Context: an optimization exercise on an open-source flow, tuned for small area, a short achievable clock period and few clock cycles. The choices shown serve that exercise and are no tape-out recipe. Function was checked by simulation only, so behaviour that the tests miss may differ from the original. Power is estimated from default activity; no workload was simulated.

==> flow/design.v <==
module jam_cmp (
    input  [9:0] a,
    input  [9:0] b,
    output lt,
    output eq
);
    wire l0_0 = ~a[0] & b[0];
    wire e0_0 = ~(a[0] ^ b[0]);
    wire l0_1 = ~a[1] & b[1];
    wire e0_1 = ~(a[1] ^ b[1]);
    wire l0_2 = ~a[2] & b[2];
    wire e0_2 = ~(a[2] ^ b[2]);
    wire l0_3 = ~a[3] & b[3];
    wire e0_3 = ~(a[3] ^ b[3]);
    wire l0_4 = ~a[4] & b[4];
    wire e0_4 = ~(a[4] ^ b[4]);
    wire l0_5 = ~a[5] & b[5];
    wire e0_5 = ~(a[5] ^ b[5]);
    wire l0_6 = ~a[6] & b[6];
    wire e0_6 = ~(a[6] ^ b[6]);
    wire l0_7 = ~a[7] & b[7];
    wire e0_7 = ~(a[7] ^ b[7]);
    wire l0_8 = ~a[8] & b[8];
    wire e0_8 = ~(a[8] ^ b[8]);
    wire l0_9 = ~a[9] & b[9];
    wire e0_9 = ~(a[9] ^ b[9]);
    wire l1_0 = l0_1 | (e0_1 & l0_0);
    wire e1_0 = e0_1 & e0_0;
    wire l1_1 = l0_3 | (e0_3 & l0_2);
    wire e1_1 = e0_3 & e0_2;
    wire l1_2 = l0_5 | (e0_5 & l0_4);
    wire e1_2 = e0_5 & e0_4;
    wire l1_3 = l0_7 | (e0_7 & l0_6);
    wire e1_3 = e0_7 & e0_6;
    wire l1_4 = l0_9 | (e0_9 & l0_8);
    wire e1_4 = e0_9 & e0_8;
    wire l2_0 = l1_1 | (e1_1 & l1_0);
    wire e2_0 = e1_1 & e1_0;
    wire l2_1 = l1_3 | (e1_3 & l1_2);
    wire e2_1 = e1_3 & e1_2;
    wire l3_0 = l2_1 | (e2_1 & l2_0);
    wire e3_0 = e2_1 & e2_0;
    wire l4_0 = l1_4 | (e1_4 & l3_0);
    wire e4_0 = e1_4 & e3_0;
    assign lt = l4_0;
    assign eq = e4_0;
endmodule
module jam_cmb (
    input  [13:0] a,
    input  [13:0] b,
    output [13:0] y
);
    wire lt, eq;
    jam_cmp u_c (.a(a[9:0]), .b(b[9:0]), .lt(lt), .eq(eq));
    assign y[9:0] = lt ? a[9:0] : b[9:0];
    assign y[13:10] = eq ? a[13:10] + b[13:10] : (lt ? a[13:10] : b[13:10]);
endmodule
module jam_min3 (
    input  [13:0] a,
    input  [13:0] b,
    input  [13:0] c,
    output [13:0] y
);
    wire lab, eab, lac, eac, lbc, ebc;
    jam_cmp u_ab (.a(a[9:0]), .b(b[9:0]), .lt(lab), .eq(eab));
    jam_cmp u_ac (.a(a[9:0]), .b(c[9:0]), .lt(lac), .eq(eac));
    jam_cmp u_bc (.a(b[9:0]), .b(c[9:0]), .lt(lbc), .eq(ebc));
    wire am = (lab | eab) & (lac | eac);
    wire bm = ~lab & (lbc | ebc);
    wire cm = ~lac & ~lbc;
    assign y[9:0] = am ? a[9:0] : (bm ? b[9:0] : c[9:0]);
    wire [3:0] sab = a[13:10] + b[13:10];
    wire [3:0] sac = a[13:10] + c[13:10];
    wire [3:0] sbc = b[13:10] + c[13:10];
    wire [3:0] sabc = sab + c[13:10];
    assign y[13:10] = am ? (bm ? (cm ? sabc : sab) : (cm ? sac : a[13:10]))
                         : (bm ? (cm ? sbc : b[13:10]) : c[13:10]);
endmodule
module jam_cand2 (
    input  [13:0] a,
    input  [13:0] b,
    input  [6:0]  c,
    input         ok,
    output [13:0] y
);
    wire lt, eq;
    jam_cmp u_c (.a(a[9:0]), .b(b[9:0]), .lt(lt), .eq(eq));
    wire [13:0] sa, sb;
    jam_cand u_a (.v(a), .c(c), .ok(ok), .y(sa));
    jam_cand u_b (.v(b), .c(c), .ok(ok), .y(sb));
    assign y[9:0] = lt ? sa[9:0] : sb[9:0];
    assign y[13:10] = eq ? a[13:10] + b[13:10] : (lt ? a[13:10] : b[13:10]);
endmodule
module jam_order (
    input  [5:0] k,
    output reg [5:0] a
);
    always @(*) begin
        case (k)
            6'd0: a = 6'd0;
            6'd1: a = 6'd1;
            6'd2: a = 6'd2;
            6'd3: a = 6'd6;
            6'd4: a = 6'd7;
            6'd5: a = 6'd8;
            6'd6: a = 6'd9;
            6'd7: a = 6'd10;
            6'd8: a = 6'd14;
            6'd9: a = 6'd15;
            6'd10: a = 6'd18;
            6'd11: a = 6'd22;
            6'd12: a = 6'd23;
            6'd13: a = 6'd3;
            6'd14: a = 6'd11;
            6'd15: a = 6'd16;
            6'd16: a = 6'd17;
            6'd17: a = 6'd19;
            6'd18: a = 6'd26;
            6'd19: a = 6'd30;
            6'd20: a = 6'd31;
            6'd21: a = 6'd24;
            6'd22: a = 6'd25;
            6'd23: a = 6'd27;
            6'd24: a = 6'd34;
            6'd25: a = 6'd38;
            6'd26: a = 6'd39;
            6'd27: a = 6'd4;
            6'd28: a = 6'd12;
            6'd29: a = 6'd32;
            6'd30: a = 6'd33;
            6'd31: a = 6'd20;
            6'd32: a = 6'd35;
            6'd33: a = 6'd28;
            6'd34: a = 6'd42;
            6'd35: a = 6'd43;
            6'd36: a = 6'd46;
            6'd37: a = 6'd47;
            6'd38: a = 6'd40;
            6'd39: a = 6'd41;
            6'd40: a = 6'd36;
            6'd41: a = 6'd44;
            6'd42: a = 6'd5;
            6'd43: a = 6'd13;
            6'd44: a = 6'd21;
            6'd45: a = 6'd29;
            6'd46: a = 6'd50;
            6'd47: a = 6'd51;
            6'd48: a = 6'd52;
            6'd49: a = 6'd54;
            6'd50: a = 6'd55;
            6'd51: a = 6'd48;
            6'd52: a = 6'd49;
            6'd53: a = 6'd37;
            6'd54: a = 6'd45;
            6'd55: a = 6'd53;
            6'd56: a = 6'd58;
            6'd57: a = 6'd59;
            6'd58: a = 6'd60;
            6'd59: a = 6'd61;
            6'd60: a = 6'd62;
            6'd61: a = 6'd63;
            6'd62: a = 6'd56;
            6'd63: a = 6'd57;
            default: a = 6'd0;
        endcase
    end
endmodule
module jam_cand (
    input  [13:0] v,
    input  [6:0]  c,
    input         ok,
    output [13:0] y
);
    wire g0_0 = v[0] & c[0];
    wire p0_0 = v[0] ^ c[0];
    wire g0_1 = v[1] & c[1];
    wire p0_1 = v[1] ^ c[1];
    wire g0_2 = v[2] & c[2];
    wire p0_2 = v[2] ^ c[2];
    wire g0_3 = v[3] & c[3];
    wire p0_3 = v[3] ^ c[3];
    wire g0_4 = v[4] & c[4];
    wire p0_4 = v[4] ^ c[4];
    wire g0_5 = v[5] & c[5];
    wire p0_5 = v[5] ^ c[5];
    wire g0_6 = v[6] & c[6];
    wire p0_6 = v[6] ^ c[6];
    wire g0_7 = 1'b0;
    wire p0_7 = v[7];
    wire g0_8 = 1'b0;
    wire p0_8 = v[8];
    wire g0_9 = 1'b0;
    wire p0_9 = v[9];
    wire gx1 = g0_1 | (p0_1 & g0_0);
    wire px1 = p0_1 & p0_0;
    wire gx2 = g0_3 | (p0_3 & g0_2);
    wire px2 = p0_3 & p0_2;
    wire gx3 = g0_5 | (p0_5 & g0_4);
    wire px3 = p0_5 & p0_4;
    wire gx4 = g0_7 | (p0_7 & g0_6);
    wire px4 = p0_7 & p0_6;
    wire gx5 = g0_9 | (p0_9 & g0_8);
    wire px5 = p0_9 & p0_8;
    wire gx6 = gx2 | (px2 & gx1);
    wire px6 = px2 & px1;
    wire gx7 = gx4 | (px4 & gx3);
    wire px7 = px4 & px3;
    wire gx8 = gx7 | (px7 & gx6);
    wire px8 = px7 & px6;
    wire gx9 = gx3 | (px3 & gx6);
    wire gx10 = gx5 | (px5 & gx8);
    wire gx11 = g0_2 | (p0_2 & gx1);
    wire gx12 = g0_4 | (p0_4 & gx6);
    wire gx13 = g0_6 | (p0_6 & gx9);
    wire gx14 = g0_8 | (p0_8 & gx8);
    wire [9:0] s;
    assign s[0] = p0_0;
    assign s[1] = p0_1 ^ g0_0;
    assign s[2] = p0_2 ^ gx1;
    assign s[3] = p0_3 ^ gx11;
    assign s[4] = p0_4 ^ gx6;
    assign s[5] = p0_5 ^ gx12;
    assign s[6] = p0_6 ^ gx9;
    assign s[7] = p0_7 ^ gx13;
    assign s[8] = p0_8 ^ gx8;
    assign s[9] = p0_9 ^ gx14;
    assign y[9:0] = s | {10{~ok}};
    assign y[13:10] = v[13:10];
endmodule
module JAM (
    input CLK,
    input RST,
    output [2:0] W,
    output [2:0] J,
    input [6:0] Cost,
    output reg [3:0] MatchCount,
    output reg [9:0] MinCost,
    output reg Valid
);
    reg rst_q;   
    reg [5:0] rk;
    reg [5:0] wj;
    wire [5:0] rk_inc = (rk == 6'd63) ? 6'd63 : rk + 6'd1;
    wire [5:0] nxt_addr;
    jam_order u_ord (.k(rk_inc), .a(nxt_addr));
    assign W = wj[5:3];
    assign J = wj[2:0];
    reg [5:0] a1;
    always @(posedge CLK) begin
        rst_q <= RST;
        if (RST) rk <= 6'd0; else rk <= rk_inc;
        wj <= RST ? 6'd0 : nxt_addr;
        a1 <= wj;
    end
    reg [6:0] tab [0:63];
    integer ti;
    always @(posedge CLK) begin
        for (ti = 0; ti < 64; ti = ti + 1) if (a1 == ti) tab[ti] <= Cost;
    end
    reg [7:0] g0_um2;
    reg [5:0] g0_um1, g0_u0;
    reg [1:0] g0_u1, g0_u2;
    reg g0_zm1, g0_z0, g0_z1, g0_z2;       
    reg g0_lm1, g0_l0, g0_l1, g0_l2, g0_l3;   
    reg [2:0] g0_rm1, g0_r0;
    reg [7:0] g0_ohm1, g0_oh1;   
    wire [2:0] g0_pc = {2'd0, g0_um2[0]} + {2'd0, g0_um2[1]} + {2'd0, g0_um2[2]} + {2'd0, g0_um2[3]} + {2'd0, g0_um2[4]} + {2'd0, g0_um2[5]} + 3'd7;
    always @(posedge CLK) begin
        if (rst_q) g0_um2 <= 8'd242; else g0_um2 <= g0_um2 + 8'd1;
        g0_um1 <= g0_um2[5:0]; g0_u0 <= g0_um1; g0_u1 <= g0_u0[1:0]; g0_u2 <= g0_u1;
        g0_zm1 <= (g0_um2 == 8'd0); g0_z0 <= g0_zm1; g0_z1 <= g0_z0; g0_z2 <= g0_z1;
        if (rst_q) begin g0_lm1 <= 1'b0; g0_l0 <= 1'b0; g0_l1 <= 1'b0; g0_l2 <= 1'b0; g0_l3 <= 1'b0; end
        else begin g0_lm1 <= (g0_um2 == 8'd63); g0_l0 <= g0_lm1; g0_l1 <= g0_l0; g0_l2 <= g0_l1; g0_l3 <= g0_l2; end
        g0_rm1 <= g0_pc; g0_r0 <= g0_rm1;
        g0_ohm1 <= 8'd1 << g0_pc; g0_oh1 <= 8'd1 << g0_r0;
    end
    reg [6:0] g0_c0;
    always @(posedge CLK) g0_c0 <= ({7{g0_oh1[0]}} & tab[0]) | ({7{g0_oh1[1]}} & tab[8]) | ({7{g0_oh1[2]}} & tab[16]) | ({7{g0_oh1[3]}} & tab[24]) | ({7{g0_oh1[4]}} & tab[32]) | ({7{g0_oh1[5]}} & tab[40]);
    reg [6:0] g0_c1;
    always @(posedge CLK) g0_c1 <= ({7{g0_oh1[0]}} & tab[1]) | ({7{g0_oh1[1]}} & tab[9]) | ({7{g0_oh1[2]}} & tab[17]) | ({7{g0_oh1[3]}} & tab[25]) | ({7{g0_oh1[4]}} & tab[33]) | ({7{g0_oh1[5]}} & tab[41]);
    reg [6:0] g0_c2;
    always @(posedge CLK) g0_c2 <= ({7{g0_ohm1[0]}} & tab[2]) | ({7{g0_ohm1[1]}} & tab[10]) | ({7{g0_ohm1[2]}} & tab[18]) | ({7{g0_ohm1[3]}} & tab[26]) | ({7{g0_ohm1[4]}} & tab[34]) | ({7{g0_ohm1[5]}} & tab[42]);
    reg [6:0] g0_c3;
    always @(posedge CLK) g0_c3 <= ({7{g0_ohm1[0]}} & tab[3]) | ({7{g0_ohm1[1]}} & tab[11]) | ({7{g0_ohm1[2]}} & tab[19]) | ({7{g0_ohm1[3]}} & tab[27]) | ({7{g0_ohm1[4]}} & tab[35]) | ({7{g0_ohm1[5]}} & tab[43]);
    reg [6:0] g0_c4;
    always @(posedge CLK) g0_c4 <= ({7{g0_ohm1[0]}} & tab[4]) | ({7{g0_ohm1[1]}} & tab[12]) | ({7{g0_ohm1[2]}} & tab[20]) | ({7{g0_ohm1[3]}} & tab[28]) | ({7{g0_ohm1[4]}} & tab[36]) | ({7{g0_ohm1[5]}} & tab[44]);
    reg [6:0] g0_c5;
    always @(posedge CLK) g0_c5 <= ({7{g0_ohm1[0]}} & tab[5]) | ({7{g0_ohm1[1]}} & tab[13]) | ({7{g0_ohm1[2]}} & tab[21]) | ({7{g0_ohm1[3]}} & tab[29]) | ({7{g0_ohm1[4]}} & tab[37]) | ({7{g0_ohm1[5]}} & tab[45]);
    reg [7:0] g1_um2;
    reg [5:0] g1_um1, g1_u0;
    reg [1:0] g1_u1, g1_u2;
    reg g1_zm1, g1_z0, g1_z1, g1_z2;       
    reg g1_lm1, g1_l0, g1_l1, g1_l2, g1_l3;   
    reg [2:0] g1_rm1, g1_r0;
    reg [7:0] g1_ohm1, g1_oh1;   
    wire [2:0] g1_pc = {2'd0, g1_um2[0]} + {2'd0, g1_um2[1]} + {2'd0, g1_um2[2]} + {2'd0, g1_um2[3]} + {2'd0, g1_um2[4]} + {2'd0, g1_um2[5]} + 3'd0;
    always @(posedge CLK) begin
        if (rst_q) g1_um2 <= 8'd238; else g1_um2 <= g1_um2 + 8'd1;
        g1_um1 <= g1_um2[5:0]; g1_u0 <= g1_um1; g1_u1 <= g1_u0[1:0]; g1_u2 <= g1_u1;
        g1_zm1 <= (g1_um2 == 8'd0); g1_z0 <= g1_zm1; g1_z1 <= g1_z0; g1_z2 <= g1_z1;
        if (rst_q) begin g1_lm1 <= 1'b0; g1_l0 <= 1'b0; g1_l1 <= 1'b0; g1_l2 <= 1'b0; g1_l3 <= 1'b0; end
        else begin g1_lm1 <= (g1_um2 == 8'd63); g1_l0 <= g1_lm1; g1_l1 <= g1_l0; g1_l2 <= g1_l1; g1_l3 <= g1_l2; end
        g1_rm1 <= g1_pc; g1_r0 <= g1_rm1;
        g1_ohm1 <= 8'd1 << g1_pc; g1_oh1 <= 8'd1 << g1_r0;
    end
    reg [6:0] g1_c0;
    always @(posedge CLK) g1_c0 <= ({7{g1_oh1[1]}} & tab[8]) | ({7{g1_oh1[2]}} & tab[16]) | ({7{g1_oh1[3]}} & tab[24]) | ({7{g1_oh1[4]}} & tab[32]) | ({7{g1_oh1[5]}} & tab[40]) | ({7{g1_oh1[6]}} & tab[48]);
    reg [6:0] g1_c1;
    always @(posedge CLK) g1_c1 <= ({7{g1_oh1[1]}} & tab[9]) | ({7{g1_oh1[2]}} & tab[17]) | ({7{g1_oh1[3]}} & tab[25]) | ({7{g1_oh1[4]}} & tab[33]) | ({7{g1_oh1[5]}} & tab[41]) | ({7{g1_oh1[6]}} & tab[49]);
    reg [6:0] g1_c2;
    always @(posedge CLK) g1_c2 <= ({7{g1_ohm1[1]}} & tab[10]) | ({7{g1_ohm1[2]}} & tab[18]) | ({7{g1_ohm1[3]}} & tab[26]) | ({7{g1_ohm1[4]}} & tab[34]) | ({7{g1_ohm1[5]}} & tab[42]) | ({7{g1_ohm1[6]}} & tab[50]);
    reg [6:0] g1_c3;
    always @(posedge CLK) g1_c3 <= ({7{g1_ohm1[1]}} & tab[11]) | ({7{g1_ohm1[2]}} & tab[19]) | ({7{g1_ohm1[3]}} & tab[27]) | ({7{g1_ohm1[4]}} & tab[35]) | ({7{g1_ohm1[5]}} & tab[43]) | ({7{g1_ohm1[6]}} & tab[51]);
    reg [6:0] g1_c4;
    always @(posedge CLK) g1_c4 <= ({7{g1_ohm1[1]}} & tab[12]) | ({7{g1_ohm1[2]}} & tab[20]) | ({7{g1_ohm1[3]}} & tab[28]) | ({7{g1_ohm1[4]}} & tab[36]) | ({7{g1_ohm1[5]}} & tab[44]) | ({7{g1_ohm1[6]}} & tab[52]);
    reg [6:0] g1_c5;
    always @(posedge CLK) g1_c5 <= ({7{g1_ohm1[1]}} & tab[13]) | ({7{g1_ohm1[2]}} & tab[21]) | ({7{g1_ohm1[3]}} & tab[29]) | ({7{g1_ohm1[4]}} & tab[37]) | ({7{g1_ohm1[5]}} & tab[45]) | ({7{g1_ohm1[6]}} & tab[53]);
    reg [6:0] g1_c6;
    always @(posedge CLK) g1_c6 <= ({7{g1_ohm1[0]}} & tab[6]) | ({7{g1_ohm1[1]}} & tab[14]) | ({7{g1_ohm1[2]}} & tab[22]) | ({7{g1_ohm1[3]}} & tab[30]) | ({7{g1_ohm1[4]}} & tab[38]) | ({7{g1_ohm1[5]}} & tab[46]) | ({7{g1_ohm1[6]}} & tab[54]);
    reg [6:0] g1_c7;
    always @(posedge CLK) g1_c7 <= ({7{g1_ohm1[0]}} & tab[7]) | ({7{g1_ohm1[1]}} & tab[15]) | ({7{g1_ohm1[2]}} & tab[23]) | ({7{g1_ohm1[3]}} & tab[31]) | ({7{g1_ohm1[4]}} & tab[39]) | ({7{g1_ohm1[5]}} & tab[47]) | ({7{g1_ohm1[6]}} & tab[55]);
    reg [7:0] g2_um2;
    reg [5:0] g2_um1, g2_u0;
    reg [1:0] g2_u1, g2_u2;
    reg g2_zm1, g2_z0, g2_z1, g2_z2;       
    reg g2_lm1, g2_l0, g2_l1, g2_l2, g2_l3;   
    reg [2:0] g2_rm1, g2_r0;
    reg [7:0] g2_ohm1, g2_oh1;   
    wire [2:0] g2_pc = {2'd0, g2_um2[0]} + {2'd0, g2_um2[1]} + {2'd0, g2_um2[2]} + {2'd0, g2_um2[3]} + {2'd0, g2_um2[4]} + {2'd0, g2_um2[5]} + 3'd1;
    always @(posedge CLK) begin
        if (rst_q) g2_um2 <= 8'd234; else g2_um2 <= g2_um2 + 8'd1;
        g2_um1 <= g2_um2[5:0]; g2_u0 <= g2_um1; g2_u1 <= g2_u0[1:0]; g2_u2 <= g2_u1;
        g2_zm1 <= (g2_um2 == 8'd0); g2_z0 <= g2_zm1; g2_z1 <= g2_z0; g2_z2 <= g2_z1;
        if (rst_q) begin g2_lm1 <= 1'b0; g2_l0 <= 1'b0; g2_l1 <= 1'b0; g2_l2 <= 1'b0; g2_l3 <= 1'b0; end
        else begin g2_lm1 <= (g2_um2 == 8'd63); g2_l0 <= g2_lm1; g2_l1 <= g2_l0; g2_l2 <= g2_l1; g2_l3 <= g2_l2; end
        g2_rm1 <= g2_pc; g2_r0 <= g2_rm1;
        g2_ohm1 <= 8'd1 << g2_pc; g2_oh1 <= 8'd1 << g2_r0;
    end
    reg [6:0] g2_c0;
    always @(posedge CLK) g2_c0 <= ({7{g2_oh1[2]}} & tab[16]) | ({7{g2_oh1[3]}} & tab[24]) | ({7{g2_oh1[4]}} & tab[32]) | ({7{g2_oh1[5]}} & tab[40]) | ({7{g2_oh1[6]}} & tab[48]) | ({7{g2_oh1[7]}} & tab[56]);
    reg [6:0] g2_c1;
    always @(posedge CLK) g2_c1 <= ({7{g2_oh1[2]}} & tab[17]) | ({7{g2_oh1[3]}} & tab[25]) | ({7{g2_oh1[4]}} & tab[33]) | ({7{g2_oh1[5]}} & tab[41]) | ({7{g2_oh1[6]}} & tab[49]) | ({7{g2_oh1[7]}} & tab[57]);
    reg [6:0] g2_c2;
    always @(posedge CLK) g2_c2 <= ({7{g2_ohm1[2]}} & tab[18]) | ({7{g2_ohm1[3]}} & tab[26]) | ({7{g2_ohm1[4]}} & tab[34]) | ({7{g2_ohm1[5]}} & tab[42]) | ({7{g2_ohm1[6]}} & tab[50]) | ({7{g2_ohm1[7]}} & tab[58]);
    reg [6:0] g2_c3;
    always @(posedge CLK) g2_c3 <= ({7{g2_ohm1[2]}} & tab[19]) | ({7{g2_ohm1[3]}} & tab[27]) | ({7{g2_ohm1[4]}} & tab[35]) | ({7{g2_ohm1[5]}} & tab[43]) | ({7{g2_ohm1[6]}} & tab[51]) | ({7{g2_ohm1[7]}} & tab[59]);
    reg [6:0] g2_c4;
    always @(posedge CLK) g2_c4 <= ({7{g2_ohm1[2]}} & tab[20]) | ({7{g2_ohm1[3]}} & tab[28]) | ({7{g2_ohm1[4]}} & tab[36]) | ({7{g2_ohm1[5]}} & tab[44]) | ({7{g2_ohm1[6]}} & tab[52]) | ({7{g2_ohm1[7]}} & tab[60]);
    reg [6:0] g2_c5;
    always @(posedge CLK) g2_c5 <= ({7{g2_ohm1[2]}} & tab[21]) | ({7{g2_ohm1[3]}} & tab[29]) | ({7{g2_ohm1[4]}} & tab[37]) | ({7{g2_ohm1[5]}} & tab[45]) | ({7{g2_ohm1[6]}} & tab[53]) | ({7{g2_ohm1[7]}} & tab[61]);
    reg [6:0] g2_c6;
    always @(posedge CLK) g2_c6 <= ({7{g2_ohm1[1]}} & tab[14]) | ({7{g2_ohm1[2]}} & tab[22]) | ({7{g2_ohm1[3]}} & tab[30]) | ({7{g2_ohm1[4]}} & tab[38]) | ({7{g2_ohm1[5]}} & tab[46]) | ({7{g2_ohm1[6]}} & tab[54]) | ({7{g2_ohm1[7]}} & tab[62]);
    reg [6:0] g2_c7;
    always @(posedge CLK) g2_c7 <= ({7{g2_ohm1[1]}} & tab[15]) | ({7{g2_ohm1[2]}} & tab[23]) | ({7{g2_ohm1[3]}} & tab[31]) | ({7{g2_ohm1[4]}} & tab[39]) | ({7{g2_ohm1[5]}} & tab[47]) | ({7{g2_ohm1[6]}} & tab[55]) | ({7{g2_ohm1[7]}} & tab[63]);
    reg [13:0] q0 [0:29];
    reg [9:0] l0_e [0:3];
    wire [13:0] l0_x0;
    jam_cand l0_cx0 (.v(q0[0]), .c(g0_c2), .ok(g0_u0[2]), .y(l0_x0));
    wire [13:0] l0_x1;
    jam_cand l0_cx1 (.v(q0[4]), .c(g0_c3), .ok(g0_u0[3]), .y(l0_x1));
    wire [13:0] l0_x2;
    jam_cand l0_cx2 (.v(q0[12]), .c(g0_c4), .ok(g0_u0[4]), .y(l0_x2));
    wire [13:0] l0_x3;
    jam_cand l0_cx3 (.v(q0[28]), .c(g0_c5), .ok(g0_u0[5]), .y(l0_x3));
    always @(posedge CLK) begin
        l0_e[0] <= l0_x0[9:0];
        l0_e[1] <= l0_x1[9:0];
        l0_e[2] <= l0_x2[9:0];
        l0_e[3] <= l0_x3[9:0];
    end
    wire [13:0] l0_f0 = {q0[1][13:10], l0_e[0]};
    wire [13:0] l0_f1 = {q0[5][13:10], l0_e[1]};
    wire [13:0] l0_f2 = {q0[13][13:10], l0_e[2]};
    wire [13:0] l0_f3 = {q0[29][13:10], l0_e[3]};
    wire [13:0] l0_g0;
    jam_min3 l0_cg0 (.a(l0_f0), .b(l0_f1), .c(l0_f2), .y(l0_g0));
    wire [13:0] l0_g1;
    assign l0_g1 = l0_f3;
    reg [13:0] l0_a1, l0_b1;
    always @(posedge CLK) begin
        l0_a1 <= l0_g0;
        l0_b1 <= l0_g1;
    end
    reg [13:0] l0_pr, l0_t1;
    reg [9:0] l0_t2c;
    wire [13:0] l0_t2 = {q0[1][13:10], l0_t2c};   
    wire [13:0] l0_z2;
    jam_cmb l0_cz2 (.a(l0_a1), .b(l0_b1), .y(l0_z2));
    wire [13:0] l0_t2s, l0_t1s;
    jam_cand l0_ct2 (.v(q0[0]), .c(g0_c1), .ok(g0_u2[1]), .y(l0_t2s));
    jam_cand2 l0_ct1 (.a(l0_pr), .b(l0_t2), .c(g0_c0), .ok(g0_u2[0]), .y(l0_t1s));
    always @(posedge CLK) begin
        l0_pr <= (g0_z2 ? 14'h0400 : l0_z2);
        l0_t2c <= l0_t2s[9:0];
        l0_t1 <= l0_t1s;
    end
    wire [13:0] l0_r;
    jam_min3 l0_cr3 (.a(l0_t1), .b(l0_t2), .c(l0_pr), .y(l0_r));
    integer qi0;
    always @(posedge CLK) begin
        q0[0] <= l0_r;
        for (qi0 = 1; qi0 < 30; qi0 = qi0 + 1) q0[qi0] <= q0[qi0-1];
    end
    reg [13:0] q1 [0:29];
    reg [9:0] l1_e [0:4];
    wire [13:0] l1_x0;
    jam_cand l1_cx0 (.v(q1[0]), .c(g1_c2), .ok(g1_u0[2]), .y(l1_x0));
    wire [13:0] l1_x1;
    jam_cand l1_cx1 (.v(q1[4]), .c(g1_c3), .ok(g1_u0[3]), .y(l1_x1));
    wire [13:0] l1_x2;
    jam_cand l1_cx2 (.v(q1[12]), .c(g1_c4), .ok(g1_u0[4]), .y(l1_x2));
    wire [13:0] l1_x3;
    jam_cand l1_cx3 (.v(q1[28]), .c(g1_c5), .ok(g1_u0[5]), .y(l1_x3));
    wire [13:0] l1_x4;
    jam_cand l1_cx4 (.v(q0[0]), .c(g1_c6), .ok(1'b1), .y(l1_x4));
    always @(posedge CLK) begin
        l1_e[0] <= l1_x0[9:0];
        l1_e[1] <= l1_x1[9:0];
        l1_e[2] <= l1_x2[9:0];
        l1_e[3] <= l1_x3[9:0];
        l1_e[4] <= l1_x4[9:0];
    end
    wire [13:0] l1_f0 = {q1[1][13:10], l1_e[0]};
    wire [13:0] l1_f1 = {q1[5][13:10], l1_e[1]};
    wire [13:0] l1_f2 = {q1[13][13:10], l1_e[2]};
    wire [13:0] l1_f3 = {q1[29][13:10], l1_e[3]};
    wire [13:0] l1_f4 = {q0[1][13:10], l1_e[4]};
    wire [13:0] l1_g0;
    jam_min3 l1_cg0 (.a(l1_f0), .b(l1_f1), .c(l1_f2), .y(l1_g0));
    wire [13:0] l1_g1;
    jam_cmb l1_cg1 (.a(l1_f3), .b(l1_f4), .y(l1_g1));
    reg [13:0] l1_a1, l1_b1;
    always @(posedge CLK) begin
        l1_a1 <= l1_g0;
        l1_b1 <= l1_g1;
    end
    reg [13:0] l1_pr, l1_t1;
    reg [9:0] l1_t2c;
    wire [13:0] l1_t2 = {q1[1][13:10], l1_t2c};   
    wire [13:0] l1_z2;
    jam_cmb l1_cz2 (.a(l1_a1), .b(l1_b1), .y(l1_z2));
    wire [13:0] l1_t2s, l1_t1s;
    jam_cand l1_ct2 (.v(q1[0]), .c(g1_c1), .ok(g1_u2[1]), .y(l1_t2s));
    jam_cand2 l1_ct1 (.a(l1_pr), .b(l1_t2), .c(g1_c0), .ok(g1_u2[0]), .y(l1_t1s));
    always @(posedge CLK) begin
        l1_pr <= l1_z2;
        l1_t2c <= l1_t2s[9:0];
        l1_t1 <= l1_t1s;
    end
    wire [13:0] l1_r;
    jam_min3 l1_cr3 (.a(l1_t1), .b(l1_t2), .c(l1_pr), .y(l1_r));
    integer qi1;
    always @(posedge CLK) begin
        q1[0] <= l1_r;
        for (qi1 = 1; qi1 < 30; qi1 = qi1 + 1) q1[qi1] <= q1[qi1-1];
    end
    reg [13:0] q2 [0:29];
    reg [9:0] l2_e [0:4];
    wire [13:0] l2_x0;
    jam_cand l2_cx0 (.v(q2[0]), .c(g1_c2), .ok(g1_u0[2]), .y(l2_x0));
    wire [13:0] l2_x1;
    jam_cand l2_cx1 (.v(q2[4]), .c(g1_c3), .ok(g1_u0[3]), .y(l2_x1));
    wire [13:0] l2_x2;
    jam_cand l2_cx2 (.v(q2[12]), .c(g1_c4), .ok(g1_u0[4]), .y(l2_x2));
    wire [13:0] l2_x3;
    jam_cand l2_cx3 (.v(q2[28]), .c(g1_c5), .ok(g1_u0[5]), .y(l2_x3));
    wire [13:0] l2_x4;
    jam_cand l2_cx4 (.v(q0[0]), .c(g1_c7), .ok(1'b1), .y(l2_x4));
    always @(posedge CLK) begin
        l2_e[0] <= l2_x0[9:0];
        l2_e[1] <= l2_x1[9:0];
        l2_e[2] <= l2_x2[9:0];
        l2_e[3] <= l2_x3[9:0];
        l2_e[4] <= l2_x4[9:0];
    end
    wire [13:0] l2_f0 = {q2[1][13:10], l2_e[0]};
    wire [13:0] l2_f1 = {q2[5][13:10], l2_e[1]};
    wire [13:0] l2_f2 = {q2[13][13:10], l2_e[2]};
    wire [13:0] l2_f3 = {q2[29][13:10], l2_e[3]};
    wire [13:0] l2_f4 = {q0[1][13:10], l2_e[4]};
    wire [13:0] l2_g0;
    jam_min3 l2_cg0 (.a(l2_f0), .b(l2_f1), .c(l2_f2), .y(l2_g0));
    wire [13:0] l2_g1;
    jam_cmb l2_cg1 (.a(l2_f3), .b(l2_f4), .y(l2_g1));
    reg [13:0] l2_a1, l2_b1;
    always @(posedge CLK) begin
        l2_a1 <= l2_g0;
        l2_b1 <= l2_g1;
    end
    reg [13:0] l2_pr, l2_t1;
    reg [9:0] l2_t2c;
    wire [13:0] l2_t2 = {q2[1][13:10], l2_t2c};   
    wire [13:0] l2_z2;
    jam_cmb l2_cz2 (.a(l2_a1), .b(l2_b1), .y(l2_z2));
    wire [13:0] l2_t2s, l2_t1s;
    jam_cand l2_ct2 (.v(q2[0]), .c(g1_c1), .ok(g1_u2[1]), .y(l2_t2s));
    jam_cand2 l2_ct1 (.a(l2_pr), .b(l2_t2), .c(g1_c0), .ok(g1_u2[0]), .y(l2_t1s));
    always @(posedge CLK) begin
        l2_pr <= l2_z2;
        l2_t2c <= l2_t2s[9:0];
        l2_t1 <= l2_t1s;
    end
    wire [13:0] l2_r;
    jam_min3 l2_cr3 (.a(l2_t1), .b(l2_t2), .c(l2_pr), .y(l2_r));
    integer qi2;
    always @(posedge CLK) begin
        q2[0] <= l2_r;
        for (qi2 = 1; qi2 < 30; qi2 = qi2 + 1) q2[qi2] <= q2[qi2-1];
    end
    reg [13:0] q3 [0:29];
    reg [9:0] l3_e [0:5];
    wire [13:0] l3_x0;
    jam_cand l3_cx0 (.v(q3[0]), .c(g2_c2), .ok(g2_u0[2]), .y(l3_x0));
    wire [13:0] l3_x1;
    jam_cand l3_cx1 (.v(q3[4]), .c(g2_c3), .ok(g2_u0[3]), .y(l3_x1));
    wire [13:0] l3_x2;
    jam_cand l3_cx2 (.v(q3[12]), .c(g2_c4), .ok(g2_u0[4]), .y(l3_x2));
    wire [13:0] l3_x3;
    jam_cand l3_cx3 (.v(q3[28]), .c(g2_c5), .ok(g2_u0[5]), .y(l3_x3));
    wire [13:0] l3_x4;
    jam_cand l3_cx4 (.v(q2[0]), .c(g2_c6), .ok(1'b1), .y(l3_x4));
    wire [13:0] l3_x5;
    jam_cand l3_cx5 (.v(q1[0]), .c(g2_c7), .ok(1'b1), .y(l3_x5));
    always @(posedge CLK) begin
        l3_e[0] <= l3_x0[9:0];
        l3_e[1] <= l3_x1[9:0];
        l3_e[2] <= l3_x2[9:0];
        l3_e[3] <= l3_x3[9:0];
        l3_e[4] <= l3_x4[9:0];
        l3_e[5] <= l3_x5[9:0];
    end
    wire [13:0] l3_f0 = {q3[1][13:10], l3_e[0]};
    wire [13:0] l3_f1 = {q3[5][13:10], l3_e[1]};
    wire [13:0] l3_f2 = {q3[13][13:10], l3_e[2]};
    wire [13:0] l3_f3 = {q3[29][13:10], l3_e[3]};
    wire [13:0] l3_f4 = {q2[1][13:10], l3_e[4]};
    wire [13:0] l3_f5 = {q1[1][13:10], l3_e[5]};
    wire [13:0] l3_g0;
    jam_min3 l3_cg0 (.a(l3_f0), .b(l3_f1), .c(l3_f2), .y(l3_g0));
    wire [13:0] l3_g1;
    jam_min3 l3_cg1 (.a(l3_f3), .b(l3_f4), .c(l3_f5), .y(l3_g1));
    reg [13:0] l3_a1, l3_b1;
    always @(posedge CLK) begin
        l3_a1 <= l3_g0;
        l3_b1 <= l3_g1;
    end
    reg [13:0] l3_pr, l3_t1;
    reg [9:0] l3_t2c;
    wire [13:0] l3_t2 = {q3[1][13:10], l3_t2c};   
    wire [13:0] l3_z2;
    jam_cmb l3_cz2 (.a(l3_a1), .b(l3_b1), .y(l3_z2));
    wire [13:0] l3_t2s, l3_t1s;
    jam_cand l3_ct2 (.v(q3[0]), .c(g2_c1), .ok(g2_u2[1]), .y(l3_t2s));
    jam_cand2 l3_ct1 (.a(l3_pr), .b(l3_t2), .c(g2_c0), .ok(g2_u2[0]), .y(l3_t1s));
    always @(posedge CLK) begin
        l3_pr <= l3_z2;
        l3_t2c <= l3_t2s[9:0];
        l3_t1 <= l3_t1s;
    end
    wire [13:0] l3_r;
    jam_min3 l3_cr3 (.a(l3_t1), .b(l3_t2), .c(l3_pr), .y(l3_r));
    integer qi3;
    always @(posedge CLK) begin
        q3[0] <= l3_r;
        for (qi3 = 1; qi3 < 30; qi3 = qi3 + 1) q3[qi3] <= q3[qi3-1];
    end
    always @(posedge CLK) begin
        if (rst_q) Valid <= 1'b0;
        else if (g2_l3) Valid <= 1'b1;
    end
    always @(posedge CLK) begin
        MinCost <= l3_r[9:0] & {10{g2_l3}};
        MatchCount <= l3_r[13:10] & {4{g2_l3}};
    end
endmodule
==> flow/flow/run.sh <==
#!/bin/bash
# Standard layout with three changes: the port buffers use a normal buffer cell (buf_4)
# instead of the default pick; clock tree synthesis builds its tree from clkbuf_16,
# without dummy loads, in clusters of up to 20 flip-flops; and timing repair aims for a
# setup slack of 6.9 ns on the 10 ns clock, so it sizes up the slowest paths. The
# constraints (constraint.sdc) are not changed.
set -euo pipefail
export BUFFER_PORTS_ARGS="-buffer_cell sky130_fd_sc_hd__buf_4"
export CTS_ARGS="-sink_clustering_enable -repair_clock_nets -dont_use_dummy_load -buf_list sky130_fd_sc_hd__clkbuf_16 -sink_clustering_size 20 -sink_clustering_max_diameter 150"
export SETUP_SLACK_MARGIN=6.9
bash standard.sh finish > standard_flow.log 2>&1
==> flow/standard.sh <==
#!/bin/bash
# synth_recipe.tcl (not shown) runs the flow's synth.tcl, then flattens the netlist and writes it again
# the make line also repeats each setting of config.mk as NAME=value (left out here)
make -C /OpenROAD-flow-scripts/flow DESIGN_CONFIG=/design/flow/config.mk WORK_HOME=/design/flow/orfs CLKGATE_MAP_FILE= SYNTH_SCRIPT=/design/flow/synth_recipe.tcl "${@:-finish}"
==> flow/config.mk <==
export PLATFORM = sky130hd
export DESIGN_NAME = JAM
export DESIGN_NICKNAME = JAM
export VERILOG_FILES = /design/flow/design.v
export SDC_FILE = /design/flow/constraint.sdc
export NUM_CORES = 4
export LEC_CHECK = 0
export CAP_MARGIN = 20
export CORE_MARGIN = 2
export CORE_UTILIZATION = 40
export SLEW_MARGIN = 20
==> flow/constraint.sdc <==
create_clock -name core_clock -period 10.0 [get_ports {CLK}]
set_input_delay 2.0000 -clock core_clock [delete_from_list [all_inputs] [get_ports {CLK}]]
set_output_delay 2.0000 -clock core_clock [all_outputs]
set_load 0.01 [all_outputs]
==> results of run 1 <==
[what timing repair did]
action / in CTS / in global routing
hold buffers: 0 / 0
gates resized for setup: 79 / 49
gates cloned: 3 / 0
pin swaps: 7 / 9
buffers inserted: 9 / 28
endpoints found under the setup margin: 107 / 110
endpoints found under the hold margin: 0 / 0
[layout by cell type, fill, tap and decap left out, types with 220 or more instances in the layout]
cell type	instances
nand3_1	233
ha_1	730
edfxtp_1	448
inv_1	533
nand2_1	386
a21oi_1	299
a22oi_1	441
dfxtp_1	2388
a21o_1	220
nor2_1	300
[cell families (layout without fill, tap and decap cells)]
logic type,count (synthesis),in the layout,share of synthesized area (%)
compound gates,1423,1426,9.938
xor+xnor,220,220,1.963
fa+ha+maj,909,909,12.96
buf+inv,765,812,2.988
flops,2875,2875,63.21
mux,219,219,2.427
other cells,0,7,0
simple gates,1339,1339,6.512
[report_power, final]
group / leakage (nW) / switching [mW] / internal (mW)
clock: 1.98 / 3.47 / 2.86
sequential: 24.2 / 2.50 / 15.9
combinational: 19.5 / 7.88 / 5.66
[state kept, by name (all words and copies together), names as in the netlist, 40 cells and up]
| register | cells |
|---|---|
| l3_e | 60 |
| q1 | 410 |
| l1_e | 50 |
| l0_e | 40 |
| q3 | 410 |
| tab | 448 |
| q0 | 410 |
| q2 | 410 |
| l2_e | 50 |
[worst min-delay path by stage]
stage,start,endpoint,cells after the start
final,q2[20][2]$_DFF_P_,q2[21][2]$_DFF_P_,0
after global routing,q2[20][2]$_DFF_P_,q2[21][2]$_DFF_P_,0
after CTS,q2[20][2]$_DFF_P_,q2[21][2]$_DFF_P_,0
after detailed placement,q0[19][10]$_DFF_P_,q0[20][10]$_DFF_P_,0
after global placement,q1[11][0]$_DFF_P_,q1[12][0]$_DFF_P_,0
after floorplan,g0_rm1[0]$_DFF_P_,g0_r0[0]$_DFF_P_,0
[layer usage]
metal,global-route usage (%),up-vias,wire length [um],share of wire (%)
met1,24.67,27070,102900,46
met4,6.334,6,7817,3.5
met3,3.179,341,13950,6.2
li1,-,26890,-,-
met2,28.33,1566,101100,45
met5,0,-,41,0.018
[area by class of cell]
class                      instances  area (um^2)
sequential                      2875        62120
inverter                         537         2016
tap                             3202         4006
timing repair buffer             114        985.9
fill                           22260       137000
clock buffer                     161         4029
antenna                            7        17.52
multi-input combinational       4113        33560
[stage by stage]
stage | instance area [um^2] | hold WS, ns | util, %
floorplan | 98140 | 0.3096 | -
global placement | 101900 | 0.3097 | 41.80
detailed placement | 101900 | 0.3121 | 41.81
CTS | 106300 | 0.2350 | 43.61
global route | 106700 | 0.2440 | 43.79
finish | 106700 | 0.2370 | 43.80
==> run notes, run 1 <==
* Worst slack, placed at between 6 and 7 ns
* Via count at around 56000
* Total Routed Length at 225800 um
* Placer congestion estimate at ~0.9
* CP startpoint: MinCost[4]$_DFF_P_
* Placed cell count at about 11000
* Critical path, cell by cell: buf_6
* Synth area leader: dfxtp_1
* Count leader, synth: dfxtp_1
* Worst Path Class, Setup: reg2out
* IO Pins at 30
* RSZ-0062 raised after global routing: yes
* Worst VDD drop at approximately 0.00020 V
* First-pass GRT wire length at 342600 um
* Longest Clk Path Bufs at 3
* Setup TNS at 0 ns
* Root Buffer: clkbuf_16
* P_leak at about 46 nW
* Synthesis-to-layout area growth at 8.749%
* Worst r2r src: l2_e[0][6]$_DFF_P_
* Maxcap violations at 0
* Cell family with most CP delay: flip-flops
* Critical path fanouts, max at 1
* FF-to-FF End: l2_a1[12]$_DFF_P_
* Max Fclk at around 300 MHz
* YS warnings at 20
* Initial Util at around two fifths
* Largest net degree at the start of global routing at 65
* Post-Syn Instances at 7750
* Seq cells post-synth at 2875
* Synth top area cells: dfxtp_1 (50%), edfxtp_1 (14%), ha_1 (9.3%), fa_1 (3.7%), a22oi_1 (3.4%)
* Worst Skew at around 0.095 ns
* Register area share after synthesis at 63.21%
* Netlist Area Pre-Place at 0.09814 mm^2
* Slew Viols, Final at 0
* All-layer global routing usage at 17.92%
* Slew @ Worst Pin at about 1.2 ns
* CP bufs+invs at 1
* Worst reg2reg setup slack at between 7 and 8 ns
* Number of synthesized flops with an enable pin at 448
* Clock buffer count from CTS at 161
* Via density at 5.075
* Share of layout cells above drive strength 1 at ~6.3%
* Required @ worst endpoint at roughly 8.0 ns
* First DRT Iteration DRCs at between 4000 and 5000
* Primary FF master, synth: dfxtp_1
* Period utilization at between 30% and 40%
* Power, Total at about 38 mW
* Crit end category: output pin
* Final nets at just under 9000
* CTS H-tree lvls at 4
* Die Ht at approximately 500 um
* Crit. path cell count at 1
* Clock-pin slew on the worst setup and hold paths at roughly 0.090 ns
* Synth async-reset ratio at 0%
* Die area at around 0.25 mm^2
* Rows at around 180
* Initial antenna violation count at 17
* Final Hold Fails at 0
* Routed WL per cell at between 20 and 25 um
* Mapped Nets at between 8000 and 9000
* Reg2reg path depth at 9
* Slew headroom at approximately a quarter
* IO buf count at 29
* Pwr dens at between 300 and 400 mW/mm^2
* Drt drc at 0
* Worst path slowest cell: dfxtp_4
* Number of global-route vias before repair at 56010
* Final ANT Viol Nets at 0
* Post-synth top area share at between 40% and 50%
* Status: no timing/DRC/antenna violations
* Final HPWL DP at about 160000 um
* Arrival time worst endpoint at ~1.3 ns
* Post-route setup slack at ~6.7 ns
* Core Area at around 0.24 mm^2
* Grt ovf at 0
* Clock latency (worst-skew pair) at around 0.85 ns
* Final setup vio count at 0
* Worst hold path type: reg2reg
* Final min period at between 3 and 4 ns
* Clock Sinks at about 2900
* Avg Inst Size Synth at 12.66 um^2
* Library cells used by synthesis at 90
* Final std cells w/o fill at 11010
* Crit-path max cell delay at around 0.37 ns
* Type of origin of the critical path: register
* Die width at 499.3 um
* CP Capture Point: MinCost[4]
* DR pass1 iterations at 6
* TritonCTS clock tree: yes
* Top post-synthesis cells by count: dfxtp_1 (2427), ha_1 (730), inv_1 (534)
Testbench counts, summed over its fixed seeds: cycles 1,656.
==> inputs of run 2 (changes only) <==
==> flow/flow/run.sh (replaced) <==
#!/bin/bash
# Standard layout with three changes: the port buffers use a normal buffer cell (buf_4)
# instead of the default pick; clock tree synthesis builds its tree from clkbuf_16,
# without dummy loads, in clusters of up to 20 flip-flops; and timing repair aims for a
# setup slack of 7.4 ns on the 10 ns clock, so it sizes up the slowest paths. The
# constraints (constraint.sdc) are not changed.
set -euo pipefail
export BUFFER_PORTS_ARGS="-buffer_cell sky130_fd_sc_hd__buf_4"
export CTS_ARGS="-sink_clustering_enable -repair_clock_nets -dont_use_dummy_load -buf_list sky130_fd_sc_hd__clkbuf_16 -sink_clustering_size 20 -sink_clustering_max_diameter 150"
export SETUP_SLACK_MARGIN=7.4
bash standard.sh finish > standard_flow.log 2>&1
==> run 2 against run 1 <==
  * Clock skew is 0.0086 ns lower
  * Core utilization is 1.6 points higher
  * Worst hold slack better by 0.039 ns
  * Flip-flop and latch count stayed put
  * Area after synthesis stayed put
  * Still clean on timing, DRC and antenna
  * Global-route usage is 0.46 points higher
  * Largest power group unchanged
  * Final cell count is 1.6% higher
  * First-iteration DRC count is 7.6% lower
  * Critical path depth stayed put
  * Power is 6.1% higher
  * Via count is 2.1% higher
  * Highest routed layer unchanged
==> run notes, run 2 <==
* P_leak at 46.84 nW (was 45.77 nW)
* Synth area leader: dfxtp_1 (unchanged)
* Status: no timing/DRC/antenna violations (unchanged)
* Placer congestion estimate at 0.8803 (was 0.8895)
* Final Hold Fails at 0 (unchanged)
* Avg Inst Size Synth at 12.66 um^2 (unchanged)
* Setup TNS at 0 ns (unchanged)
* Rows at 181 (unchanged)
* Post-synth top area share at 49.51% (unchanged)
* Hold bufs inserted after CTS at 0 (unchanged)
* Final min period at 3.352 ns (was 3.342 ns)
* Slew Viols, Final at 0 (unchanged)
* Grt ovf at 0 (unchanged)
* Period utilization at 33.52% (was 33.42%)
* Number of global-route vias before repair at 56930 (was 56010)
* Most frequent cells in the layout: dfxtp_1 (2268), ha_1 (667), inv_1 (503), edfxtp_1 (448), a22oi_1 (441) (was dfxtp_1 (2388), ha_1 (730), inv_1 (533), edfxtp_1 (448), a22oi_1 (441))
* Clock Sinks at 2875 (unchanged)
* Initial antenna violation count at 16 (was 17)
* Mapped Nets at 8668 (unchanged)
* Drt drc at 0 (unchanged)
* YS warnings at 20 (unchanged)
* Clock-pin slew on the worst setup and hold paths at 0.08 ns (was 0.09 ns)
* Synth top area cells: dfxtp_1 (50%), edfxtp_1 (14%), ha_1 (9.3%), fa_1 (3.7%), a22oi_1 (3.4%) (unchanged)
* Max reg flops at 448 (unchanged)
* Worst Skew at 0.08605 ns (was 0.09464 ns)
* Share of layout cells above drive strength 1 at 13.83% (was 6.321%)
* Most common cell after layout, fill and taps aside: dfxtp_1 (unchanged)
* CTS H-tree lvls at 4 (unchanged)
* Synth async-reset ratio at 0% (unchanged)
* Register area share after synthesis at 63.21% (unchanged)
* Top post-synthesis cells by count: dfxtp_1 (2427), ha_1 (730), inv_1 (534) (unchanged)
* Critical path fanouts, max at 1 (unchanged)
* Final HPWL DP at 161200 um (was 160000 um)
* Routed WL per cell at 20.96 um (was 20.51 um)
* All-layer global routing usage at 18.38% (was 17.92%)
* Via density at 5.101 (was 5.075)
* Core Area at 0.2437 mm^2 (unchanged)
* Clock latency (worst-skew pair) at 0.85 ns (about the same)
* IO Pins at 30 (unchanged)
* Pwr dens at 366.4 mW/mm^2 (was 358.1 mW/mm^2)
* Arrival time worst endpoint at 1.35 ns (was 1.34 ns)
* Final nets at 8896 (was 8720)
* Biggest register: tab (unchanged)
* Worst path slowest cell: dfxtp_4 (unchanged)
* Library cells used by synthesis at 90 (unchanged)
* Final ANT Viol Nets at 0 (unchanged)
* Hold Slack at 0.2760 ns (was 0.2370 ns)
* Crit end category: output pin (unchanged)
* Critical path, cell by cell: buf_6 (unchanged)
* Maxcap violations at 0 (unchanged)
* Post-Syn Instances at 7750 (unchanged)
* Largest net degree at the start of global routing at 65 (unchanged)
* First DRT Iteration DRCs at 4536 (was 4909)
* Longest Clk Path Bufs at 3 (unchanged)
* Synthesis-to-layout area growth at 12.72% (was 8.749%)
* Required @ worst endpoint at 8.00 ns (about the same)
* Seq cells post-synth at 2875 (unchanged)
* Die Ht at 499.3 um (unchanged)
* Fill cell count at 21800 (was 22260)
* Initial Util at 40.28% (unchanged)
* Type of origin of the critical path: register (unchanged)
* Max Fclk at 298.3 MHz (was 299.2 MHz)
* Worst Path Class, Setup: reg2out (unchanged)
* TritonCTS clock tree: yes (unchanged)
* Clock buffer count from CTS at 161 (unchanged)
* Slew headroom at 23.97% (was 23.30%)
* Crit-path max cell delay at 0.39 ns (was 0.37 ns)
* Die width at 499.3 um (unchanged)
* Primary FF master, synth: dfxtp_1 (unchanged)
* Number of synthesized flops with an enable pin at 448 (unchanged)
* Die area at 0.2493 mm^2 (unchanged)
* First-pass GRT wire length at 350600 um (was 342600 um)
* Count leader, synth: dfxtp_1 (unchanged)
* Cell family with most CP delay: flip-flops (unchanged)
* Reg area at 0.06234 mm^2 (was 0.06212 mm^2)
* Worst VDD drop at 0.0001868 V (was 0.0001970 V)
* Multi-input gate area at 0.03562 mm^2 (was 0.03356 mm^2)
* Slew @ Worst Pin at 1.140 ns (was 1.151 ns)
* Via count at 57060 (was 55870)
* Netlist Area Pre-Place at 0.09814 mm^2 (unchanged)
* RSZ-0062 raised after global routing: yes (unchanged)
* Root Buffer: clkbuf_16 (unchanged)
* DR pass1 iterations at 6 (unchanged)
* Worst hold path type: reg2reg (unchanged)
* IO buf count at 29 (unchanged)
* Total Routed Length at 234400 um (was 225800 um)
* CP bufs+invs at 1 (unchanged)
* Final setup vio count at 0 (unchanged)
run 2: cell counts after synthesis:
Identical to the previous run, type by type.
run 2: final timing paths:
check        slack (ns)               start  cells past startpoint           endpoint
max                6.65  MinCost[2]$_DFF_P_                      1         MinCost[2]
min                0.28   q1[13][5]$_DFF_P_                      0  q1[14][5]$_DFF_P_
max reg2reg        7.18  l3_e[0][1]$_DFF_P_                     13  l3_a1[13]$_DFF_P_
min reg2reg        0.28   q1[13][5]$_DFF_P_                      0  q1[14][5]$_DFF_P_
run 2: layout make-up:
class | count | share of cell area [%]
Antenna cell | 6 | 0.01357
Sequential cell | 2875 | 56.35
Tap cell | 3202 | 3.621
Timing Repair Buffer | 283 | 2.331
Clock buffer | 161 | 3.642
Inverter | 537 | 1.842
Multi-Input combinational cell | 4120 | 32.20
run 2: what timing repair did:
| action | in CTS | in global routing |
|---|---|---|
| cloned | 9 | 8 |
| buffers inserted | 133 | 66 |
| resized for setup | 413 | 320 |
| pin swaps | 130 | 161 |
| endpoints found under the setup margin | 297 | 271 |
run 2: logic make-up after synthesis:
group,count (synthesis),share of synthesized area (%)
xor+xnor,220,1.963
mux,219,2.427
simple gates,1339,6.512
compound gates,1423,9.938
buf+inv,765,2.988
flops,2875,63.21
fa+ha+maj,909,12.96
run 2: per-layer routing:
metal	GRT usage (%)	vias to the layer above	wire length, um
met5	0	-	106
met4	6.423	16	8137
met3	3.472	385	15310
met2	28.99	1642	105100
met1	25.25	27770	105800
li1	-	27240	-
run 2: per-stage QoR:
stage | util (%) | setup slack (ns) | std cells | cell area, um^2 | total power, mW
3_5_place_dp | 41.83 | 6.495 | 10800 | 101900 | 31.71
4_1_cts | 44.65 | 6.569 | 11100 | 108800 | 39.75
3_3_place_gp | 41.83 | 6.552 | 10800 | 101900 | 31.51
6_report | 45.40 | 6.648 | 11180 | 110600 | 40.53
2_1_floorplan | - | 7.348 | 7750 | 98210 | 26.57
5_1_grt | 45.40 | 6.593 | 11180 | 110600 | 43.37
run 2: power breakdown:
| part | leakage (nW) | total (mW) | switching [mW] | internal (mW) |
|---|---|---|---|---|
| clock | 1.98 | 6.35 | 3.49 | 2.86 |
| sequential | 24.3 | 18.5 | 2.59 | 15.9 |
| combinational | 20.6 | 15.7 | 8.62 | 7.06 |
==> inputs of run 3 (changes only) <==
==> flow/flow/run.sh (replaced) <==
#!/bin/bash
# Standard layout with three changes: the port buffers use a normal buffer cell (buf_4)
# instead of the default pick; clock tree synthesis builds its tree from clkbuf_16,
# without dummy loads, in clusters of up to 20 flip-flops; and timing repair aims for a
# setup slack of 6.9 ns on the 10 ns clock, so it sizes up the slowest paths. The
# constraints (constraint.sdc) are not changed.
set -euo pipefail
export BUFFER_PORTS_ARGS="-buffer_cell sky130_fd_sc_hd__buf_4"
export CTS_ARGS="-sink_clustering_enable -repair_clock_nets -dont_use_dummy_load -buf_list sky130_fd_sc_hd__clkbuf_16 -sink_clustering_size 20 -sink_clustering_max_diameter 150"
export SETUP_SLACK_MARGIN=6.9
bash standard.sh finish > standard_flow.log 2>&1
--- a/flow/config.mk
+++ b/flow/config.mk
@@ -7,5 +7,5 @@
 export LEC_CHECK = 0
 export CAP_MARGIN = 20
 export CORE_MARGIN = 2
-export CORE_UTILIZATION = 40
+export CORE_UTILIZATION = 60
 export SLEW_MARGIN = 20
==> run 3 against run 2 <==
  * Die area is 33% lower
  * Non-clock buffer count decreased by 181
  * Worst hold slack worse by 0.0028 ns
  * Still clean on timing, DRC and antenna
  * Synthesized cell count unchanged
  * Final area is 4.9% lower
  * Sequential power is essentially flat
  * Critical path depth unchanged
  * Critical endpoint is now MinCost[5]
  * Highest routed layer unchanged
  * Routed wire length shrank 5.7%
==> run notes, run 3 <==
* Status: no timing/DRC/antenna violations (unchanged)
* Synth area leader: dfxtp_1 (unchanged)
* Hold bufs inserted after CTS at 0 (unchanged)
* Max Fclk at 302.8 MHz (was 298.3 MHz)
* CP bufs+invs at 1 (unchanged)
* IO Pins at 30 (unchanged)
* Period utilization at 33.02% (was 33.52%)
* Avg Inst Size Synth at 12.66 um^2 (unchanged)
* Crit-path max cell delay at 0.37 ns (was 0.39 ns)
* Core Area at 0.1626 mm^2 (was 0.2437 mm^2)
* Slew @ Worst Pin at 1.037 ns (was 1.140 ns)
* Final ANT Viol Nets at 0 (unchanged)
* Register area share after synthesis at 63.21% (unchanged)
* Crit end category: output pin (unchanged)
* Pwr dens at 360.8 mW/mm^2 (was 366.4 mW/mm^2)
* Clock Sinks at 2875 (unchanged)
* Required @ worst endpoint at 8.00 ns (about the same)
* Most frequent cells in the layout: dfxtp_1 (2392), ha_1 (730), inv_1 (533), edfxtp_1 (448), a22oi_1 (441) (was dfxtp_1 (2268), ha_1 (667), inv_1 (503), edfxtp_1 (448), a22oi_1 (441))
* Most common cell after layout, fill and taps aside: dfxtp_1 (unchanged)
* Largest net degree at the start of global routing at 65 (unchanged)
* Via count at 56120 (was 57060)
* Clock buffer count from CTS at 161 (unchanged)
* Slew headroom at 30.85% (was 23.97%)
* Cell family with most CP delay: flip-flops (unchanged)
* Max reg flops at 448 (unchanged)
* TritonCTS clock tree: yes (unchanged)
* Worst Path Class, Setup: reg2out (unchanged)
* Worst Skew at 0.06709 ns (was 0.08605 ns)
* Final std cells w/o fill at 9966 (was 11180)
* DR pass1 iterations at 9 (was 6)
* Arrival time worst endpoint at 1.30 ns (was 1.35 ns)
* Synth top area cells: dfxtp_1 (50%), edfxtp_1 (14%), ha_1 (9.3%), fa_1 (3.7%), a22oi_1 (3.4%) (unchanged)
* Count leader, synth: dfxtp_1 (unchanged)
* Worst hold path type: reg2reg (unchanged)
* Mapped Nets at 8668 (unchanged)
* Slew Viols, Final at 0 (unchanged)
* Placed cell count at 9772 (was 10800)
* Type of origin of the critical path: register (unchanged)
* Die area at 0.1668 mm^2 (was 0.2493 mm^2)
* Clock latency (worst-skew pair) at 0.84 ns (was 0.85 ns)
* Synth async-reset ratio at 0% (unchanged)
* Initial antenna violation count at 16 (unchanged)
* Setup TNS at 0 ns (unchanged)
* Final setup vio count at 0 (unchanged)
* Placer congestion estimate at 0.9221 (was 0.8803)
* First DRT Iteration DRCs at 5192 (was 4536)
* Grt ovf at 0 (unchanged)
* Share of layout cells above drive strength 1 at 6.049% (was 13.83%)
* Fill cell count at 12450 (was 21800)
* Number of synthesized flops with an enable pin at 448 (unchanged)
* Primary FF master, synth: dfxtp_1 (unchanged)
* Total Routed Length at 221000 um (was 234400 um)
* Critical path fanouts, max at 1 (unchanged)
* Biggest register: tab (unchanged)
* Synthesis-to-layout area growth at 7.217% (was 12.72%)
* Initial Util at 60.36% (was 40.28%)
* Post-synth top area share at 49.51% (unchanged)
* Critical path, cell by cell: buf_6 (unchanged)
* P_leak at 45.66 nW (was 46.84 nW)
* Final HPWL DP at 155100 um (was 161200 um)
* Via density at 5.631 (was 5.101)
* Root Buffer: clkbuf_16 (unchanged)
* Library cells used by synthesis at 90 (unchanged)
* IO buf count at 29 (unchanged)
* Drt drc at 0 (unchanged)
* All-layer global routing usage at 26.27% (was 18.38%)
* Number of global-route vias before repair at 54800 (was 56930)
* Seq cells post-synth at 2875 (unchanged)
* RSZ-0062 raised after global routing: yes (unchanged)
* Maxcap violations at 0 (unchanged)
* Netlist Area Pre-Place at 0.09814 mm^2 (unchanged)
* Worst VDD drop at 0.0002381 V (was 0.0001868 V)
* Final nets at 8707 (was 8896)
* CTS H-tree lvls at 4 (unchanged)
* Rows at 148 (was 181)
* YS warnings at 20 (unchanged)
* Worst path slowest cell: dfxtp_4 (unchanged)
* Die width at 408.4 um (was 499.3 um)
* First-pass GRT wire length at 334000 um (was 350600 um)
* Clock-pin slew on the worst setup and hold paths at 0.08 ns (about the same)
* Post-Syn Instances at 7750 (unchanged)
* Final Hold Fails at 0 (unchanged)
* Hold Slack at 0.2733 ns (was 0.2760 ns)
* Top post-synthesis cells by count: dfxtp_1 (2427), ha_1 (730), inv_1 (534) (unchanged)
* Routed WL per cell at 22.18 um (was 20.96 um)
* Die Ht at 408.4 um (was 499.3 um)
* Longest Clk Path Bufs at 3 (unchanged)
* Final min period at 3.302 ns (was 3.352 ns)
## run 3: cell count changes in the layout (fill, tap and decap cells not counted), sizes merged
| cell | previous run | this run |
|---|---|---|
| mux2i | 131 | 130 |
| bufbuf | 2 | 0 |
| clkbuf | 162 | 161 |
| and2 | 36 | 35 |
| diode | 6 | 4 |
| buf | 280 | 102 |
| nand2 | 394 | 391 |
| o21bai | 16 | 14 |
| clkinvlp | 1 | 0 |
| nor2 | 304 | 303 |
| inv | 533 | 534 |
## run 3: per-stage QoR
step / setup slack (ns) / power (mW) / utilization (%) / cell area (um^2)
floorplan: 7.181 / 26.56 / - / 98140
global placement: 6.660 / 31.23 / 61.86 / 100600
detailed placement: 6.558 / 31.49 / 61.87 / 100600
CTS: 6.639 / 38.02 / 64.56 / 105000
global route: 6.649 / 40.50 / 64.71 / 105200
finish: 6.698 / 37.96 / 64.72 / 105200
## run 3: cells by family after synthesis
kind of cell               Yosys count  share of synthesized area [%]
xor gates and xnor gates           220                          1.963
and+or+nand+nor                   1339                          6.512
muxes                              219                          2.427
adders and majority gates          909                          12.96
buffers and inverters              765                          2.988
DFF                               2875                          63.21
AOI/OAI and AO/OA                 1423                          9.938
## run 3: path summary, 6_finish.rpt
kind / slack, ns / depth (start not counted) / from / end
max: 6.70 / 1 / MinCost[5]$_DFF_P_ / MinCost[5]
max reg2reg: 6.93 / 11 / l2_t1[7]$_DFF_P_ / q2[0][13]$_DFF_P_
min: 0.27 / 0 / q1[2][13]$_DFF_P_ / q1[3][13]$_DFF_P_
min reg2reg: 0.27 / 0 / q1[2][13]$_DFF_P_ / q1[3][13]$_DFF_P_
## run 3: area by class of cell
cell class	count	area [um^2]	share of cell area [%]
antenna	4	10.01	0.009512
tap	2175	2721	2.586
clock buffer	161	4029	3.829
inverter	537	2016	1.916
sequential	2875	62110	59.03
timing repair buffer	102	884.6	0.8407
multi-input combinational	4112	33450	31.79
## run 3: repair_timing
item                                    4_1_cts  5_1_grt
endpoints found under the setup margin       70      126
buffers inserted                             14       13
gates cloned                                  2        0
pin swaps                                     6        4
resized for setup                            72       32
## run 3: layer usage
metal | vias to the layer above | GRT usage, % | routed length [um]
met4 | 8 | 8.589 | 7500
met5 | - | 0 | 60
met3 | 364 | 4.858 | 16480
li1 | 26830 | - | -
met1 | 26940 | 37.47 | 99170
met2 | 1968 | 40.60 | 97780
## run 3: power breakdown
group / switching, mW / internal [mW] / leakage [nW]
clock: 3.45 / 2.86 / 1.98
combinational: 7.65 / 5.62 / 19.4
sequential: 2.53 / 15.8 / 24.2
==> inputs of run 4 (changes only) <==
==> flow/flow/run.sh (replaced) <==
#!/bin/bash
# Standard layout with two changes: the port buffers use a normal buffer cell (buf_4)
# instead of the default pick, and clock tree synthesis builds its tree from clkbuf_16,
# without dummy loads, in clusters of up to 20 flip-flops.
set -euo pipefail
export BUFFER_PORTS_ARGS="-buffer_cell sky130_fd_sc_hd__buf_4"
export CTS_ARGS="-sink_clustering_enable -repair_clock_nets -dont_use_dummy_load -buf_list sky130_fd_sc_hd__clkbuf_16 -sink_clustering_size 20 -sink_clustering_max_diameter 150"
bash standard.sh finish > standard_flow.log 2>&1
--- a/flow/config.mk
+++ b/flow/config.mk
@@ -7,5 +7,5 @@
 export LEC_CHECK = 0
 export CAP_MARGIN = 20
 export CORE_MARGIN = 2
-export CORE_UTILIZATION = 60
+export CORE_UTILIZATION = 40
 export SLEW_MARGIN = 20
==> run 4 against run 3 <==
  * Sequential power hardly changed
  * Global-route usage is 8.4 points lower
  * Final area grew 0.69%
  * Core utilization shrank 21 points
  * Combinational power barely moved
  * Register-to-register slack got worse by 0.50 ns
  * Final cell count up 10%
  * Critical path depth grew 8
  * Maximum frequency is 7.4% lower
  * First-iteration DRC count down 10%
  * Critical endpoint is now q2[0][10]$_DFF_P_
==> run notes, run 4 <==
* Register area share after synthesis at 63.21% (unchanged)
* Clock Sinks at 2875 (unchanged)
* Die width at 499.3 um (was 408.4 um)
* Final min period at 3.568 ns (was 3.302 ns)
* Hold bufs inserted after CTS at 0 (unchanged)
* Type of origin of the critical path: register (unchanged)
* Synth async-reset ratio at 0% (unchanged)
* Combinational share of power at 34.7% (was 35.0%)
* P_int at 24.14 mW (was 24.33 mW)
* Power, Total at 37.80 mW (was 37.96 mW)
* Slew @ Worst Pin at 1.123 ns (was 1.037 ns)
* Avg Inst Size Synth at 12.66 um^2 (unchanged)
* Most frequent cells in the layout: dfxtp_1 (2421), ha_1 (730), inv_1 (534), edfxtp_1 (448), a22oi_1 (442) (was dfxtp_1 (2392), ha_1 (730), inv_1 (533), edfxtp_1 (448), a22oi_1 (441))
* Required @ worst endpoint at 10.66 ns (was 8.00 ns)
* Synthesis-to-layout area growth at 7.958% (was 7.217%)
* Total Routed Length at 224400 um (was 221000 um)
* Arrival time worst endpoint at 4.23 ns (was 1.30 ns)
* Clock buffer count from CTS at 161 (unchanged)
* Setup TNS at 0 ns (unchanged)
* Placement Cell Area at 0.1019 mm^2 (was 0.1006 mm^2)
* Biggest register: tab (unchanged)
* YS warnings at 20 (unchanged)
* Worst r2r src: l2_pr[4]$_DFF_P_ (was l2_t1[7]$_DFF_P_)
* Post-synth top area share at 49.51% (unchanged)
* Final Hold Fails at 0 (unchanged)
* HP Start: q2[20][2]$_DFF_P_ (was q1[2][13]$_DFF_P_)
* Clock-pin slew on the worst setup and hold paths at 0.09 ns (was 0.08 ns)
* Net Switching at 13.66 mW (was 13.63 mW)
* Status: no timing/DRC/antenna violations (unchanged)
* Worst hold path type: reg2reg (unchanged)
* Post-Syn Instances at 7750 (unchanged)
* Slew Viols, Final at 0 (unchanged)
* Final HPWL DP at 160000 um (was 155100 um)
* All-layer global routing usage at 17.85% (was 26.27%)
* Flop pwr share at 48.6% (was 48.4%)
* Hold Slack at 0.2394 ns (was 0.2733 ns)
* Core Area at 0.2437 mm^2 (was 0.1626 mm^2)
* Final std cells w/o fill at 10970 (was 9966)
* Worst Path Class, Setup: reg2reg (was reg2out)
* Die area at 0.2493 mm^2 (was 0.1668 mm^2)
* Clock latency (worst-skew pair) at 0.84 ns (about the same)
* IO Pins at 30 (unchanged)
* Final ANT Viol Nets at 0 (unchanged)
* Critical path fanouts, max at 38 (was 1)
* Number of synthesized flops with an enable pin at 448 (unchanged)
* Count leader, synth: dfxtp_1 (unchanged)
* Netlist Area Pre-Place at 0.09814 mm^2 (unchanged)
* Placer congestion estimate at 0.8895 (was 0.9221)
* Number of global-route vias before repair at 55860 (was 54800)
-- run 4: cell counts after synthesis --
No cell type changed its count.
-- run 4: per-layer routing --
layer  global-route usage, %  routed length, um  vias to the layer above
li1                        -                  -                    26790
met1                   24.61             102200                    26860
met2                   28.17             100100                     1621
met3                   3.174              14140                      374
met4                   6.334               7896                        6
met5                       0                 41                        -
-- run 4: path summary, 6_finish.rpt --
| kind | end | cells past startpoint | slack, ns |
|---|---|---|---|
| setup / recovery | q2[0][10]$_DFF_P_ | 9 | 6.43 |
| hold / removal | q2[21][2]$_DFF_P_ | 0 | 0.24 |
| setup reg to reg | q2[0][10]$_DFF_P_ | 9 | 6.43 |
| hold reg to reg | q2[21][2]$_DFF_P_ | 0 | 0.24 |
-- run 4: power groups by stage --
stage	Sequential [mW]	Clock, mW	Combinational, mW
after floorplan	17.3	0	9.23
after global placement	18.6	0	12.8
after detailed placement	18.6	0	13.1
after CTS	18.4	6.55	13.2
after global routing	18.8	6.96	14.8
final	18.4	6.32	13.1
-- run 4: worst max-delay path, cell delays in order (launching register included) --
cell	delay [ns]
dfxtp_1	0.40
inv_1	0.11
ha_1	0.36
nand4_1	0.13
nor3_1	0.65
inv_1	0.28
a21oi_4	0.82
mux2_2	0.41
o21ai_0	0.13
o21ai_0	0.10
-- run 4: cell families (layout without fill, tap and decap cells) --
logic type	after synthesis	in the layout	share of synthesized area [%]
AOI/OAI and AO/OA	1423	1423	9.938
xor gates and xnor gates	220	220	1.963
adders and majority gates	909	909	12.96
buffers and inverters	765	776	2.988
DFF	2875	2875	63.21
muxes	219	219	2.427
other	0	4	0
and+or+nand+nor	1339	1339	6.512
-- run 4: metrics by stage --
step,setup slack [ns],util (%)
2_1_floorplan,7.181,-
3_3_place_gp,6.527,41.80
3_5_place_dp,6.514,41.81
4_1_cts,6.456,43.46
5_1_grt,6.055,43.48
6_report,6.432,43.48
-- run 4: area by class of cell --
cell class	instances	area [um^2]	share of cell area, %
Antenna cell	4	10.01	0.009447
Clock buffer	161	4029	3.802
Inverter	537	2016	1.902
Multi-Input combinational cell	4110	33240	31.37
Sequential cell	2875	62050	58.56
Tap cell	3202	4006	3.781
Timing Repair Buffer	78	608.1	0.5739

[static timing again, ports no longer ideal]
Ports are ideal in the flow. The routed layouts listed here were re-timed in OpenROAD.
Step 1: set_driving_cell puts a clkbuf_16 on CLK and a buf_2 on each other input, an assumption about the parent block.
Step 2, shift: input delay + t, output delay - t, t = (earliest + latest rising clock arrival at the registers) / 2. This alone moves slack from input paths to output paths.
Three values: ideal, step 1, step 2; two values: the first two.
run | shift t [ns] | setup WS [ns]
run 1 | 0.887 | 6.658 / 6.572 / 7.017
run 2 | 0.891 | 6.648 / 6.564 / 6.984
run 3 | 0.873 | 6.698 / 6.614 / 6.933
run 4 | 0.885 | 6.432 / 6.432 / 6.432
After both steps setup and hold are still met in every run listed.
